What follows belongs to an exercise in optimizing a design on an open flow for small area and a short achievable clock period; a production flow would make more cautious choices.
In this exercise RTL edits were held to simulation tests only and were not proved equivalent to the original.
No activity file was given, so power comes from the tool's default toggle rates.

===== flow/flow/run.sh =====
#!/bin/bash
# The standard layout, except that the port buffers are sky130_fd_sc_hd__buf_2 cells
# (buffer_ports otherwise picks a delay cell, clkdlybuf4s50_1, for every port).
set -euo pipefail
bash standard.sh synth > synth.log 2>&1
bash standard.sh "BUFFER_PORTS_ARGS=-buffer_cell sky130_fd_sc_hd__buf_2" finish > layout.log 2>&1

===== flow/standard.sh =====
#!/bin/bash
# synth_recipe.tcl (not shown) runs the flow's synth.tcl, then flattens the netlist and writes it again
# the make line also repeats each setting of config.mk as NAME=value (left out here)
make -C /OpenROAD-flow-scripts/flow DESIGN_CONFIG=/design/flow/config.mk WORK_HOME=/design/flow/orfs CLKGATE_MAP_FILE= SYNTH_SCRIPT=/design/flow/synth_recipe.tcl "${@:-finish}"

===== flow/config.mk =====
export PLATFORM = sky130hd
export DESIGN_NAME = alu_top
export DESIGN_NICKNAME = alu_top
export VERILOG_FILES = /design/flow/design.v
export SDC_FILE = /design/flow/constraint.sdc
export NUM_CORES = 4
export LEC_CHECK = 0
export CAP_MARGIN = 20
export CORE_MARGIN = 2
export CORE_UTILIZATION = 40
export SLEW_MARGIN = 20
export SYNTH_HIERARCHICAL = 1

===== flow/constraint.sdc =====
create_clock -name core_clock -period 8.0 [get_ports {clk}]
set_input_delay 1.6000 -clock core_clock [delete_from_list [all_inputs] [get_ports {clk}]]
set_output_delay 1.6000 -clock core_clock [all_outputs]
set_load 0.01 [all_outputs]

===== flow/design.v =====
module alu(output [31:0] Y, output vout, zout, nout, cout, input [31:0] a, b, input [3:0] opcode, input vin, zin, nin, cin);
	wire op_and = (opcode[2:0] == 3'b000);                                 
	wire op_eor = (opcode[2:0] == 3'b001);                                 
	wire op_sub = (opcode == 4'b0010) | (opcode == 4'b0110) | (opcode == 4'b1010);  
	wire op_rsb = (opcode == 4'b0011) | (opcode == 4'b0111);               
	wire op_add = (opcode == 4'b0100) | (opcode == 4'b0101) | (opcode == 4'b1011);  
	wire op_orr = (opcode == 4'b1100);
	wire op_mov = (opcode == 4'b1101);
	wire op_bic = (opcode == 4'b1110);
	wire op_mvn = (opcode == 4'b1111);
	wire arith  = op_sub | op_rsb | op_add;
	wire invb   = op_sub | op_rsb | op_bic | op_mvn;
	wire ma     = ~(op_mov | op_mvn);
	wire kp     = op_eor | op_sub | op_add | op_orr | op_mov | op_mvn;
	wire kg     = op_and | op_orr | op_bic | op_rsb;
	wire kn     = op_rsb;
	wire c0     = (opcode == 4'b0010) | (opcode == 4'b1010) | (cin & ((opcode == 4'b0101) | (opcode == 4'b0110))) |
	              (~cin & (opcode == 4'b0111));
	wire c0n    = ~c0;
	wire [31:0] y, g, qn, p, tn;
	wire gn0_0;
	wire gn0_1;
	wire gn0_2;
	wire gn0_3;
	wire gn0_4;
	wire gn0_5;
	wire gn0_6;
	wire gn0_7;
	wire gn0_8;
	wire gn0_9;
	wire gn0_10;
	wire gn0_11;
	wire gn0_12;
	wire gn0_13;
	wire gn0_14;
	wire gn0_15;
	wire gn0_16;
	wire gn0_17;
	wire gn0_18;
	wire gn0_19;
	wire gn0_20;
	wire gn0_21;
	wire gn0_22;
	wire gn0_23;
	wire gn0_24;
	wire gn0_25;
	wire gn0_26;
	wire gn0_27;
	wire gn0_28;
	wire gn0_29;
	wire gn0_30;
	wire gn0_31;
	wire G1_1;
	wire G1_3;
	wire P1_3;
	wire G1_5;
	wire P1_5;
	wire G1_7;
	wire P1_7;
	wire G1_9;
	wire P1_9;
	wire G1_11;
	wire P1_11;
	wire G1_13;
	wire P1_13;
	wire G1_15;
	wire P1_15;
	wire G1_17;
	wire P1_17;
	wire G1_19;
	wire P1_19;
	wire G1_21;
	wire P1_21;
	wire G1_23;
	wire P1_23;
	wire G1_25;
	wire P1_25;
	wire G1_27;
	wire P1_27;
	wire G1_29;
	wire P1_29;
	wire G1_31;
	wire P1_31;
	wire G2_3n;
	wire G2_7n;
	wire P2_7n;
	wire G2_11n;
	wire P2_11n;
	wire G2_15n;
	wire P2_15n;
	wire G2_19n;
	wire P2_19n;
	wire G2_23n;
	wire P2_23n;
	wire G2_27n;
	wire P2_27n;
	wire G2_31n;
	wire P2_31n;
	wire G3_7;
	wire G3_15;
	wire P3_15;
	wire G3_23;
	wire P3_23;
	wire G3_31;
	wire P3_31;
	wire G4_15n;
	wire G4_31n;
	wire P4_31n;
	wire G5_31;
	wire G4_15n_i;
	wire G6_23n;
	wire G3_7_i;
	wire G7_11;
	wire G7_19;
	wire G7_27;
	wire G2_3n_i;
	wire G8_5n;
	wire G8_9n;
	wire G8_13n;
	wire G8_17n;
	wire G8_21n;
	wire G6_23n_i;
	wire G8_25n;
	wire G8_29n;
	wire G1_1_i;
	wire G9_2;
	wire G9_4;
	wire G9_6;
	wire G9_8;
	wire G9_10;
	wire G7_11_i;
	wire G9_12;
	wire G9_14;
	wire G9_16;
	wire G9_18;
	wire G7_19_i;
	wire G9_20;
	wire G9_22;
	wire G9_24;
	wire G9_26;
	wire G7_27_i;
	wire G9_28;
	wire G9_30;
	genvar i;
	generate for (i = 0; i < 32; i = i + 1) begin : sl
		alu_xor2   ux (.y(y[i]),  .a(b[i]), .b(invb));
		alu_and3   ug (.y(g[i]),  .a(a[i]), .b(ma), .c(y[i]));
		alu_a21oi  uq (.y(qn[i]), .a1(a[i]), .a2(ma), .b(y[i]));
		alu_nor2   up (.y(p[i]),  .a(qn[i]), .b(g[i]));
		alu_a222oi ut (.y(tn[i]), .a1(p[i]), .a2(kp), .b1(g[i]), .b2(kg), .c1(qn[i]), .c2(kn));
	end endgenerate
	alu_a2bb2oi u1 (.y(gn0_0), .a1n(qn[0]), .a2n(c0n), .b1(g[0]), .b2(arith));
	alu_nand2 u2 (.y(gn0_1), .a(g[1]), .b(arith));
	alu_nand2 u3 (.y(gn0_2), .a(g[2]), .b(arith));
	alu_nand2 u4 (.y(gn0_3), .a(g[3]), .b(arith));
	alu_nand2 u5 (.y(gn0_4), .a(g[4]), .b(arith));
	alu_nand2 u6 (.y(gn0_5), .a(g[5]), .b(arith));
	alu_nand2 u7 (.y(gn0_6), .a(g[6]), .b(arith));
	alu_nand2 u8 (.y(gn0_7), .a(g[7]), .b(arith));
	alu_nand2 u9 (.y(gn0_8), .a(g[8]), .b(arith));
	alu_nand2 u10 (.y(gn0_9), .a(g[9]), .b(arith));
	alu_nand2 u11 (.y(gn0_10), .a(g[10]), .b(arith));
	alu_nand2 u12 (.y(gn0_11), .a(g[11]), .b(arith));
	alu_nand2 u13 (.y(gn0_12), .a(g[12]), .b(arith));
	alu_nand2 u14 (.y(gn0_13), .a(g[13]), .b(arith));
	alu_nand2 u15 (.y(gn0_14), .a(g[14]), .b(arith));
	alu_nand2 u16 (.y(gn0_15), .a(g[15]), .b(arith));
	alu_nand2 u17 (.y(gn0_16), .a(g[16]), .b(arith));
	alu_nand2 u18 (.y(gn0_17), .a(g[17]), .b(arith));
	alu_nand2 u19 (.y(gn0_18), .a(g[18]), .b(arith));
	alu_nand2 u20 (.y(gn0_19), .a(g[19]), .b(arith));
	alu_nand2 u21 (.y(gn0_20), .a(g[20]), .b(arith));
	alu_nand2 u22 (.y(gn0_21), .a(g[21]), .b(arith));
	alu_nand2 u23 (.y(gn0_22), .a(g[22]), .b(arith));
	alu_nand2 u24 (.y(gn0_23), .a(g[23]), .b(arith));
	alu_nand2 u25 (.y(gn0_24), .a(g[24]), .b(arith));
	alu_nand2 u26 (.y(gn0_25), .a(g[25]), .b(arith));
	alu_nand2 u27 (.y(gn0_26), .a(g[26]), .b(arith));
	alu_nand2 u28 (.y(gn0_27), .a(g[27]), .b(arith));
	alu_nand2 u29 (.y(gn0_28), .a(g[28]), .b(arith));
	alu_nand2 u30 (.y(gn0_29), .a(g[29]), .b(arith));
	alu_nand2 u31 (.y(gn0_30), .a(g[30]), .b(arith));
	alu_nand2 u32 (.y(gn0_31), .a(g[31]), .b(arith));
	alu_o21ai u33 (.y(G1_1), .a1(qn[1]), .a2(gn0_0), .b(gn0_1));
	alu_o21ai u34 (.y(G1_3), .a1(qn[3]), .a2(gn0_2), .b(gn0_3));
	alu_nor2 u35 (.y(P1_3), .a(qn[3]), .b(qn[2]));
	alu_o21ai u36 (.y(G1_5), .a1(qn[5]), .a2(gn0_4), .b(gn0_5));
	alu_nor2 u37 (.y(P1_5), .a(qn[5]), .b(qn[4]));
	alu_o21ai u38 (.y(G1_7), .a1(qn[7]), .a2(gn0_6), .b(gn0_7));
	alu_nor2 u39 (.y(P1_7), .a(qn[7]), .b(qn[6]));
	alu_o21ai u40 (.y(G1_9), .a1(qn[9]), .a2(gn0_8), .b(gn0_9));
	alu_nor2 u41 (.y(P1_9), .a(qn[9]), .b(qn[8]));
	alu_o21ai u42 (.y(G1_11), .a1(qn[11]), .a2(gn0_10), .b(gn0_11));
	alu_nor2 u43 (.y(P1_11), .a(qn[11]), .b(qn[10]));
	alu_o21ai u44 (.y(G1_13), .a1(qn[13]), .a2(gn0_12), .b(gn0_13));
	alu_nor2 u45 (.y(P1_13), .a(qn[13]), .b(qn[12]));
	alu_o21ai u46 (.y(G1_15), .a1(qn[15]), .a2(gn0_14), .b(gn0_15));
	alu_nor2 u47 (.y(P1_15), .a(qn[15]), .b(qn[14]));
	alu_o21ai u48 (.y(G1_17), .a1(qn[17]), .a2(gn0_16), .b(gn0_17));
	alu_nor2 u49 (.y(P1_17), .a(qn[17]), .b(qn[16]));
	alu_o21ai u50 (.y(G1_19), .a1(qn[19]), .a2(gn0_18), .b(gn0_19));
	alu_nor2 u51 (.y(P1_19), .a(qn[19]), .b(qn[18]));
	alu_o21ai u52 (.y(G1_21), .a1(qn[21]), .a2(gn0_20), .b(gn0_21));
	alu_nor2 u53 (.y(P1_21), .a(qn[21]), .b(qn[20]));
	alu_o21ai u54 (.y(G1_23), .a1(qn[23]), .a2(gn0_22), .b(gn0_23));
	alu_nor2 u55 (.y(P1_23), .a(qn[23]), .b(qn[22]));
	alu_o21ai u56 (.y(G1_25), .a1(qn[25]), .a2(gn0_24), .b(gn0_25));
	alu_nor2 u57 (.y(P1_25), .a(qn[25]), .b(qn[24]));
	alu_o21ai u58 (.y(G1_27), .a1(qn[27]), .a2(gn0_26), .b(gn0_27));
	alu_nor2 u59 (.y(P1_27), .a(qn[27]), .b(qn[26]));
	alu_o21ai u60 (.y(G1_29), .a1(qn[29]), .a2(gn0_28), .b(gn0_29));
	alu_nor2 u61 (.y(P1_29), .a(qn[29]), .b(qn[28]));
	alu_o21ai u62 (.y(G1_31), .a1(qn[31]), .a2(gn0_30), .b(gn0_31));
	alu_nor2 u63 (.y(P1_31), .a(qn[31]), .b(qn[30]));
	alu_a21oi u64 (.y(G2_3n), .a1(P1_3), .a2(G1_1), .b(G1_3));
	alu_a21oi u65 (.y(G2_7n), .a1(P1_7), .a2(G1_5), .b(G1_7));
	alu_nand2 u66 (.y(P2_7n), .a(P1_7), .b(P1_5));
	alu_a21oi u67 (.y(G2_11n), .a1(P1_11), .a2(G1_9), .b(G1_11));
	alu_nand2 u68 (.y(P2_11n), .a(P1_11), .b(P1_9));
	alu_a21oi u69 (.y(G2_15n), .a1(P1_15), .a2(G1_13), .b(G1_15));
	alu_nand2 u70 (.y(P2_15n), .a(P1_15), .b(P1_13));
	alu_a21oi u71 (.y(G2_19n), .a1(P1_19), .a2(G1_17), .b(G1_19));
	alu_nand2 u72 (.y(P2_19n), .a(P1_19), .b(P1_17));
	alu_a21oi u73 (.y(G2_23n), .a1(P1_23), .a2(G1_21), .b(G1_23));
	alu_nand2 u74 (.y(P2_23n), .a(P1_23), .b(P1_21));
	alu_a21oi u75 (.y(G2_27n), .a1(P1_27), .a2(G1_25), .b(G1_27));
	alu_nand2 u76 (.y(P2_27n), .a(P1_27), .b(P1_25));
	alu_a21oi u77 (.y(G2_31n), .a1(P1_31), .a2(G1_29), .b(G1_31));
	alu_nand2 u78 (.y(P2_31n), .a(P1_31), .b(P1_29));
	alu_o21ai u79 (.y(G3_7), .a1(P2_7n), .a2(G2_3n), .b(G2_7n));
	alu_o21ai u80 (.y(G3_15), .a1(P2_15n), .a2(G2_11n), .b(G2_15n));
	alu_nor2 u81 (.y(P3_15), .a(P2_15n), .b(P2_11n));
	alu_o21ai u82 (.y(G3_23), .a1(P2_23n), .a2(G2_19n), .b(G2_23n));
	alu_nor2 u83 (.y(P3_23), .a(P2_23n), .b(P2_19n));
	alu_o21ai u84 (.y(G3_31), .a1(P2_31n), .a2(G2_27n), .b(G2_31n));
	alu_nor2 u85 (.y(P3_31), .a(P2_31n), .b(P2_27n));
	alu_a21oi u86 (.y(G4_15n), .a1(P3_15), .a2(G3_7), .b(G3_15));
	alu_a21oi u87 (.y(G4_31n), .a1(P3_31), .a2(G3_23), .b(G3_31));
	alu_nand2 u88 (.y(P4_31n), .a(P3_31), .b(P3_23));
	alu_o21ai u89 (.y(G5_31), .a1(P4_31n), .a2(G4_15n), .b(G4_31n));
	alu_inv u90 (.y(G4_15n_i), .a(G4_15n));
	alu_a21oi u91 (.y(G6_23n), .a1(P3_23), .a2(G4_15n_i), .b(G3_23));
	alu_inv u92 (.y(G3_7_i), .a(G3_7));
	alu_o21ai u93 (.y(G7_11), .a1(P2_11n), .a2(G3_7_i), .b(G2_11n));
	alu_o21ai u94 (.y(G7_19), .a1(P2_19n), .a2(G4_15n), .b(G2_19n));
	alu_o21ai u95 (.y(G7_27), .a1(P2_27n), .a2(G6_23n), .b(G2_27n));
	alu_inv u96 (.y(G2_3n_i), .a(G2_3n));
	alu_a21oi u97 (.y(G8_5n), .a1(P1_5), .a2(G2_3n_i), .b(G1_5));
	alu_a21oi u98 (.y(G8_9n), .a1(P1_9), .a2(G3_7), .b(G1_9));
	alu_a21oi u99 (.y(G8_13n), .a1(P1_13), .a2(G7_11), .b(G1_13));
	alu_a21oi u100 (.y(G8_17n), .a1(P1_17), .a2(G4_15n_i), .b(G1_17));
	alu_a21oi u101 (.y(G8_21n), .a1(P1_21), .a2(G7_19), .b(G1_21));
	alu_inv u102 (.y(G6_23n_i), .a(G6_23n));
	alu_a21oi u103 (.y(G8_25n), .a1(P1_25), .a2(G6_23n_i), .b(G1_25));
	alu_a21oi u104 (.y(G8_29n), .a1(P1_29), .a2(G7_27), .b(G1_29));
	alu_inv u105 (.y(G1_1_i), .a(G1_1));
	alu_o21ai u106 (.y(G9_2), .a1(qn[2]), .a2(G1_1_i), .b(gn0_2));
	alu_o21ai u107 (.y(G9_4), .a1(qn[4]), .a2(G2_3n), .b(gn0_4));
	alu_o21ai u108 (.y(G9_6), .a1(qn[6]), .a2(G8_5n), .b(gn0_6));
	alu_o21ai u109 (.y(G9_8), .a1(qn[8]), .a2(G3_7_i), .b(gn0_8));
	alu_o21ai u110 (.y(G9_10), .a1(qn[10]), .a2(G8_9n), .b(gn0_10));
	alu_inv u111 (.y(G7_11_i), .a(G7_11));
	alu_o21ai u112 (.y(G9_12), .a1(qn[12]), .a2(G7_11_i), .b(gn0_12));
	alu_o21ai u113 (.y(G9_14), .a1(qn[14]), .a2(G8_13n), .b(gn0_14));
	alu_o21ai u114 (.y(G9_16), .a1(qn[16]), .a2(G4_15n), .b(gn0_16));
	alu_o21ai u115 (.y(G9_18), .a1(qn[18]), .a2(G8_17n), .b(gn0_18));
	alu_inv u116 (.y(G7_19_i), .a(G7_19));
	alu_o21ai u117 (.y(G9_20), .a1(qn[20]), .a2(G7_19_i), .b(gn0_20));
	alu_o21ai u118 (.y(G9_22), .a1(qn[22]), .a2(G8_21n), .b(gn0_22));
	alu_o21ai u119 (.y(G9_24), .a1(qn[24]), .a2(G6_23n), .b(gn0_24));
	alu_o21ai u120 (.y(G9_26), .a1(qn[26]), .a2(G8_25n), .b(gn0_26));
	alu_inv u121 (.y(G7_27_i), .a(G7_27));
	alu_o21ai u122 (.y(G9_28), .a1(qn[28]), .a2(G7_27_i), .b(gn0_28));
	alu_o21ai u123 (.y(G9_30), .a1(qn[30]), .a2(G8_29n), .b(gn0_30));
	assign Y[0] = ~(tn[0] ^ c0);
	alu_xor2 u124 (.y(Y[1]), .a(tn[1]), .b(gn0_0));
	alu_xnor2 u125 (.y(Y[2]), .a(tn[2]), .b(G1_1));
	alu_xnor2 u126 (.y(Y[3]), .a(tn[3]), .b(G9_2));
	alu_xor2 u127 (.y(Y[4]), .a(tn[4]), .b(G2_3n));
	alu_xnor2 u128 (.y(Y[5]), .a(tn[5]), .b(G9_4));
	alu_xor2 u129 (.y(Y[6]), .a(tn[6]), .b(G8_5n));
	alu_xnor2 u130 (.y(Y[7]), .a(tn[7]), .b(G9_6));
	alu_xnor2 u131 (.y(Y[8]), .a(tn[8]), .b(G3_7));
	alu_xnor2 u132 (.y(Y[9]), .a(tn[9]), .b(G9_8));
	alu_xor2 u133 (.y(Y[10]), .a(tn[10]), .b(G8_9n));
	alu_xnor2 u134 (.y(Y[11]), .a(tn[11]), .b(G9_10));
	alu_xnor2 u135 (.y(Y[12]), .a(tn[12]), .b(G7_11));
	alu_xnor2 u136 (.y(Y[13]), .a(tn[13]), .b(G9_12));
	alu_xor2 u137 (.y(Y[14]), .a(tn[14]), .b(G8_13n));
	alu_xnor2 u138 (.y(Y[15]), .a(tn[15]), .b(G9_14));
	alu_xor2 u139 (.y(Y[16]), .a(tn[16]), .b(G4_15n));
	alu_xnor2 u140 (.y(Y[17]), .a(tn[17]), .b(G9_16));
	alu_xor2 u141 (.y(Y[18]), .a(tn[18]), .b(G8_17n));
	alu_xnor2 u142 (.y(Y[19]), .a(tn[19]), .b(G9_18));
	alu_xnor2 u143 (.y(Y[20]), .a(tn[20]), .b(G7_19));
	alu_xnor2 u144 (.y(Y[21]), .a(tn[21]), .b(G9_20));
	alu_xor2 u145 (.y(Y[22]), .a(tn[22]), .b(G8_21n));
	alu_xnor2 u146 (.y(Y[23]), .a(tn[23]), .b(G9_22));
	alu_xor2 u147 (.y(Y[24]), .a(tn[24]), .b(G6_23n));
	alu_xnor2 u148 (.y(Y[25]), .a(tn[25]), .b(G9_24));
	alu_xor2 u149 (.y(Y[26]), .a(tn[26]), .b(G8_25n));
	alu_xnor2 u150 (.y(Y[27]), .a(tn[27]), .b(G9_26));
	alu_xnor2 u151 (.y(Y[28]), .a(tn[28]), .b(G7_27));
	alu_xnor2 u152 (.y(Y[29]), .a(tn[29]), .b(G9_28));
	alu_xor2 u153 (.y(Y[30]), .a(tn[30]), .b(G8_29n));
	alu_xnor2 u154 (.y(Y[31]), .a(tn[31]), .b(G9_30));
	wire c32 = G5_31;
	wire c31 = G9_30;
	assign nout = Y[31];
	assign cout = arith ? (c32 ^ kn) : cin;
	assign vout = arith ? (c32 ^ c31) : vin;
	assign zout = ~|Y;
endmodule
module alu_a21oi(output y, input a1, a2, b);
	assign y = ~((a1 & a2) | b);
endmodule
module alu_a222oi(output y, input a1, a2, b1, b2, c1, c2);
	assign y = ~((a1 & a2) | (b1 & b2) | (c1 & c2));
endmodule
module alu_a2bb2oi(output y, input a1n, a2n, b1, b2);
	assign y = ~((~a1n & ~a2n) | (b1 & b2));
endmodule
module alu_and3(output y, input a, b, c);
	assign y = a & b & c;
endmodule
module alu_inv(output y, input a);
	assign y = ~a;
endmodule
module alu_nand2(output y, input a, b);
	assign y = ~(a & b);
endmodule
module alu_nor2(output y, input a, b);
	assign y = ~(a | b);
endmodule
module alu_o21ai(output y, input a1, a2, b);
	assign y = ~((a1 | a2) & b);
endmodule
module alu_xnor2(output y, input a, b);
	assign y = ~(a ^ b);
endmodule
module alu_xor2(output y, input a, b);
	assign y = a ^ b;
endmodule
module alu_top(
	input             clk,
	input      [31:0] a,
	input      [31:0] b,
	input      [3:0]  opcode,
	input             vin,
	input             zin,
	input             nin,
	input             cin,
	output reg [31:0] Y,
	output reg        vout,
	output reg        zout,
	output reg        nout,
	output reg        cout
);
	wire [31:0] y_c;
	wire v_c, z_c, n_c, c_c;
	alu alu1(y_c, v_c, z_c, n_c, c_c, a, b, opcode, vin, zin, nin, cin);
	always @(posedge clk) begin
		Y    <= y_c;
		vout <= v_c;
		zout <= z_c;
		nout <= n_c;
		cout <= c_c;
	end
endmodule

==> out/metrics.sh <==
FINAL-MAX-SLEW-VIOLATION-COUNT=0
POSTSYNTHCELLCOUNT=395
CP_SLOWEST_STAGE_DELAY_NS=0.43
MIN_PERIOD_NS=5.32
MAX_SLEW_MARGIN_PCT=51.8
CAP_VIOLATIONS=0
REPORT.POWER.TOTAL_W=0.000813
SYN_AREA_SQ_UM=3110
TNS_NS=0
CTS.SINKS=36
DRTPASS1ITERATIONS=8
FLOORPLAN.INITIALDENSITY_PCT=40.8
SYNTH_WARNINGS=7
POSTCTSSETUPREPAIRBUFS=0
GP_CONGESTION=0.820
CELLLEAKAGEPOWER_nW=1.67
PEAK_SUPPLY_DROP_mV=0.105
ROUTED-WL-MET3_UM=635
ROWS=32
WORSTPATHARRIVAL_NS=5.54
CTSHOLDBUFFERS=0
POST_CTS_RESIZE_COUNT=0
DIODES=0
ANTENNA_FOUND_INITIAL=0
DRIVE_ABOVE_1_SHARE_PCT=35.3
CRITPATHLAUNCH='opcode[3]'
PORTBUFFERS=106
FP.DIEAREA_SQ_UM=8490
WORST-SLEW-PIN-TRANSITION_NS=0.723
SETUP-VIOLATIONS-FINAL=0
CP_SLOWEST_CELL='sky130_fd_sc_hd__o21a_2'
CTSHTREEMAXLEVEL=2
WL_MM=8.73
FMAXACHIEVABLE_GHz=0.188
RESULT_OF_THE_RUN='timing/DRC/antenna clean'
GRT_FIRST_PASS_WIRELENGTH_MM=14.0
AREA_GROWTH_PCT=25.0
DESIGN.CORE.AREA_SQ_UM=7610
CTS_INSERTED_BUFFERS=5
GR_OVFL_TOTAL=0
MOST-COMMON-LAYOUT-CELLS='sky130_fd_sc_hd__buf_2, sky130_fd_sc_hd__nor2_1, sky130_fd_sc_hd__a21oi_2'
MET2WIRELENGTH_MM=4.12
ROOT_BUFFER_CELL='sky130_fd_sc_hd__clkbuf_8'
DETAIL_ROUTE.DRC_VIOLATIONS=0
UNREPAIRED_SETUP_ENDPOINTS_AFTER_GLOBAL_ROUTING='no'
HP-START='vin'
HIGHEST-SIGNAL-LAYER='met4'
WORSTSETUPENDPOINTTYPE='flop'
CPLARGESTDELAYFAMILY='compound AO/OA/AOI/OAI gates'
CRITPATHMAXFANOUT=16
DR_TOTAL_VIAS=3447
INITIALDRTVIOLATIONCOUNT=237
POST-DP-HPWL_MM=6.34
WORST_ENDPOINT_REQUIRED_TIME_NS=8.22
SYNTH.YOSYS.SEQ_AREA_SHARE_PCT=23.2
CRITPATHLAUNCHTYPE='input pin'
LAYOUT.CELLS.MOST_COMMON='sky130_fd_sc_hd__buf_2'
CTS_TREE='done'
SYNTH_NETS=468
FLOORPLAN.DIE.WIDTH_UM=92.1
MET1WIRELENGTH_MM=3.93
FINISH.NET_COUNT=582
ANT_NETS=0
GRT_USAGE_PCT=19.6
FINALCRITPERIODSHARE_PCT=66.5
CP_NUM_BUF_INV=2
AVGVIACOUNTPERCELL=5.63
P_PER_AREA_nW_PER_UM2=209
CRITICALPATHCATEGORY='input pin to flop'
PATH_CLK_SLEW_NS=0.07
GRT_PASS1_VIAS=3092
DIE_Y_EXTENT_UM=92.1
HOLDCRITPATHCLASS='input pin to flop'
CTS.PATH.MAX_BUFFERS=2
AVERAGE_ROUTED_WIRE_PER_STANDARD_CELL_UM=14.3
SYNTH.FF_LATCH_COUNT=36
FINAL_HOLD_VIO_COUNT=0
LARGEST_NET_DEGREE_AT_THE_START_OF_GLOBAL_ROUTING=39
POST_SYNTH_NUM_CELL_TYPES=29
SYN_AREA_PER_CELL_SQ_UM=7.87
CRITICAL_PATH.CELL_CHAIN='buf_2, nand2_1, o21a_2, xor2_1, and3_1, a2bb2oi_2, o21ai_1, a21oi_2, o21ai_1, a21oi_2, inv_1, a21oi_2, o21ai_1, a21oi_2, o21ai_1, xnor2_1, nor4_1, nand4_1, nor3_2'
TOP_LEVEL_PORTS=109
[Yosys stat by module (local to each module, per instance), a selection]
module | flops+latches | copies in the design | area, sq um | cells inside
alu_a2bb2oi | 0 | 1 | 15.0 | 1
alu_and3 | 0 | 32 | 6.26 | 1
alu_nand2 | 0 | 39 | 3.75 | 1
alu | 0 | 1 | 302 | 45
alu_a21oi | 0 | 50 | 8.76 | 1
alu_a222oi | 0 | 32 | 10.0 | 1
alu_top | 36 | 1 | 721 | 36
alu_o21ai | 0 | 39 | 5.00 | 1
alu_inv | 0 | 8 | 3.75 | 1
alu_xnor2 | 0 | 20 | 8.76 | 1
alu_xor2 | 0 | 43 | 8.76 | 1
[final timing paths]
kind   end  slack [ns]  cells past startpoint
min   vout        1.56                      3
max   zout        2.68                     19
[through the flow]
stage | hold WS (ns) | std cells | util, % | area (sq um) | worst slack, ns
floorplan | 1.75 | 395 | - | 3110 | 1.80
global placement | 1.85 | 603 | 49.7 | 3780 | 2.41
detailed placement | 1.85 | 603 | 49.7 | 3780 | 2.37
finish | 1.56 | 612 | 51.1 | 3880 | 2.68
CTS | 1.56 | 611 | 50.9 | 3870 | 2.65
global route | 1.59 | 612 | 51.1 | 3880 | 2.33
[cell usage after synthesis]
master,n,area [sq um]
sky130_fd_sc_hd__nor2_1,53,199
sky130_fd_sc_hd__a21oi_2,51,447
sky130_fd_sc_hd__xor2_1,44,385
sky130_fd_sc_hd__nand2_1,41,154
sky130_fd_sc_hd__o21ai_1,39,195
sky130_fd_sc_hd__dfxtp_1,36,721
sky130_fd_sc_hd__a222oi_1,32,320
sky130_fd_sc_hd__and3_1,32,200
sky130_fd_sc_hd__xnor2_1,21,184
sky130_fd_sc_hd__inv_1,10,37.5
sky130_fd_sc_hd__nor4_1,7,43.8
sky130_fd_sc_hd__a21oi_1,4,20.0
sky130_fd_sc_hd__nand4_1,3,18.8
sky130_fd_sc_hd__buf_4,2,15.0
sky130_fd_sc_hd__nand3b_1,2,15.0
sky130_fd_sc_hd__nand4b_1,2,17.5
sky130_fd_sc_hd__nor3_1,2,10.0
sky130_fd_sc_hd__o21a_1,2,15.0
sky130_fd_sc_hd__o21ai_0,2,10.0
sky130_fd_sc_hd__a2bb2oi_2,1,15.0
sky130_fd_sc_hd__buf_6,1,11.3
sky130_fd_sc_hd__clkbuf_1,1,3.75
sky130_fd_sc_hd__clkbuf_2,1,5.00
sky130_fd_sc_hd__mux2i_1,1,10.0
sky130_fd_sc_hd__nand3_1,1,5.00
sky130_fd_sc_hd__nor3_2,1,10.0
sky130_fd_sc_hd__o211ai_2,1,12.5
sky130_fd_sc_hd__o2bb2ai_2,1,15.0
sky130_fd_sc_hd__or3b_4,1,11.3
[area by class of cell]
cell class	instances	area, sq um
fill	786	3720
clock inverter	3	18.8
tap	102	128
multi-input combinational	344	2330
inverter	10	37.5
clock buffer	5	68.8
sequential	36	721
timing repair buffer	112	583
[where the power goes]
group          internal [W]  switching (W)  total, W  leakage [nW]
clock network     0.0000607      0.0000703  0.000131        0.0479
registers          0.000246      0.0000167  0.000263         0.303
logic              0.000173       0.000246  0.000419          1.32
[state kept, by name, summed over array words and instances, names as in the netlist]
signal and cells:
Y 32, cout 1, nout 1, vout 1, zout 1
[kinds of logic (layout without fill, tap and decap cells)]
kind of cell	after synthesis	in the layout	share of synthesized area, %
buffers and inverters	15	130	2.34
AOI/OAI and AO/OA	133	133	33.8
muxes	1	1	0.322
DFF	36	36	23.2
xor gates and xnor gates	65	65	18.3
and+or+nand+nor	145	145	22.0
[per-layer routing]
| metal | up-vias | track usage, % |
|---|---|---|
| met3 | 4 | 3.53 |
| met5 | - | 0 |
| met1 | 1587 | 25.3 |
| li1 | 1713 | - |
| met2 | 143 | 34.2 |
| met4 | 0 | 4.35 |
[worst min-delay path, cell delays in order]
cell                      delay [ns]
sky130_fd_sc_hd__buf_2          0.08
sky130_fd_sc_hd__nor2_1         0.03
sky130_fd_sc_hd__a21oi_1        0.10

[static timing again, ports no longer ideal]
In the flow no input, the clock included, has a driving cell. The finished layout below was timed again as built, in two steps.
Step 1 sets driving cells, clkbuf_16 on the clock port and buf_2 on the other inputs (assumed; they add their load-dependent delay and slew).
Step 2 also shifts input and output timing later by t, the mid clock arrival at the registers, as if the neighbouring blocks saw the same clock.
Three values: no drivers, after step 1, after step 2; two values: the first two.
t (ns): 0.314
slack for setup (ns): 2.680 / 2.684 / 2.370
worst setup path at the end: input to register
slew at the worst register clock pin (ns): 0.08 / 0.08
After both steps setup and hold are still met in this run. The setup slack of this run moves by +0.004 ns with the drivers and by -0.310 ns with both steps.
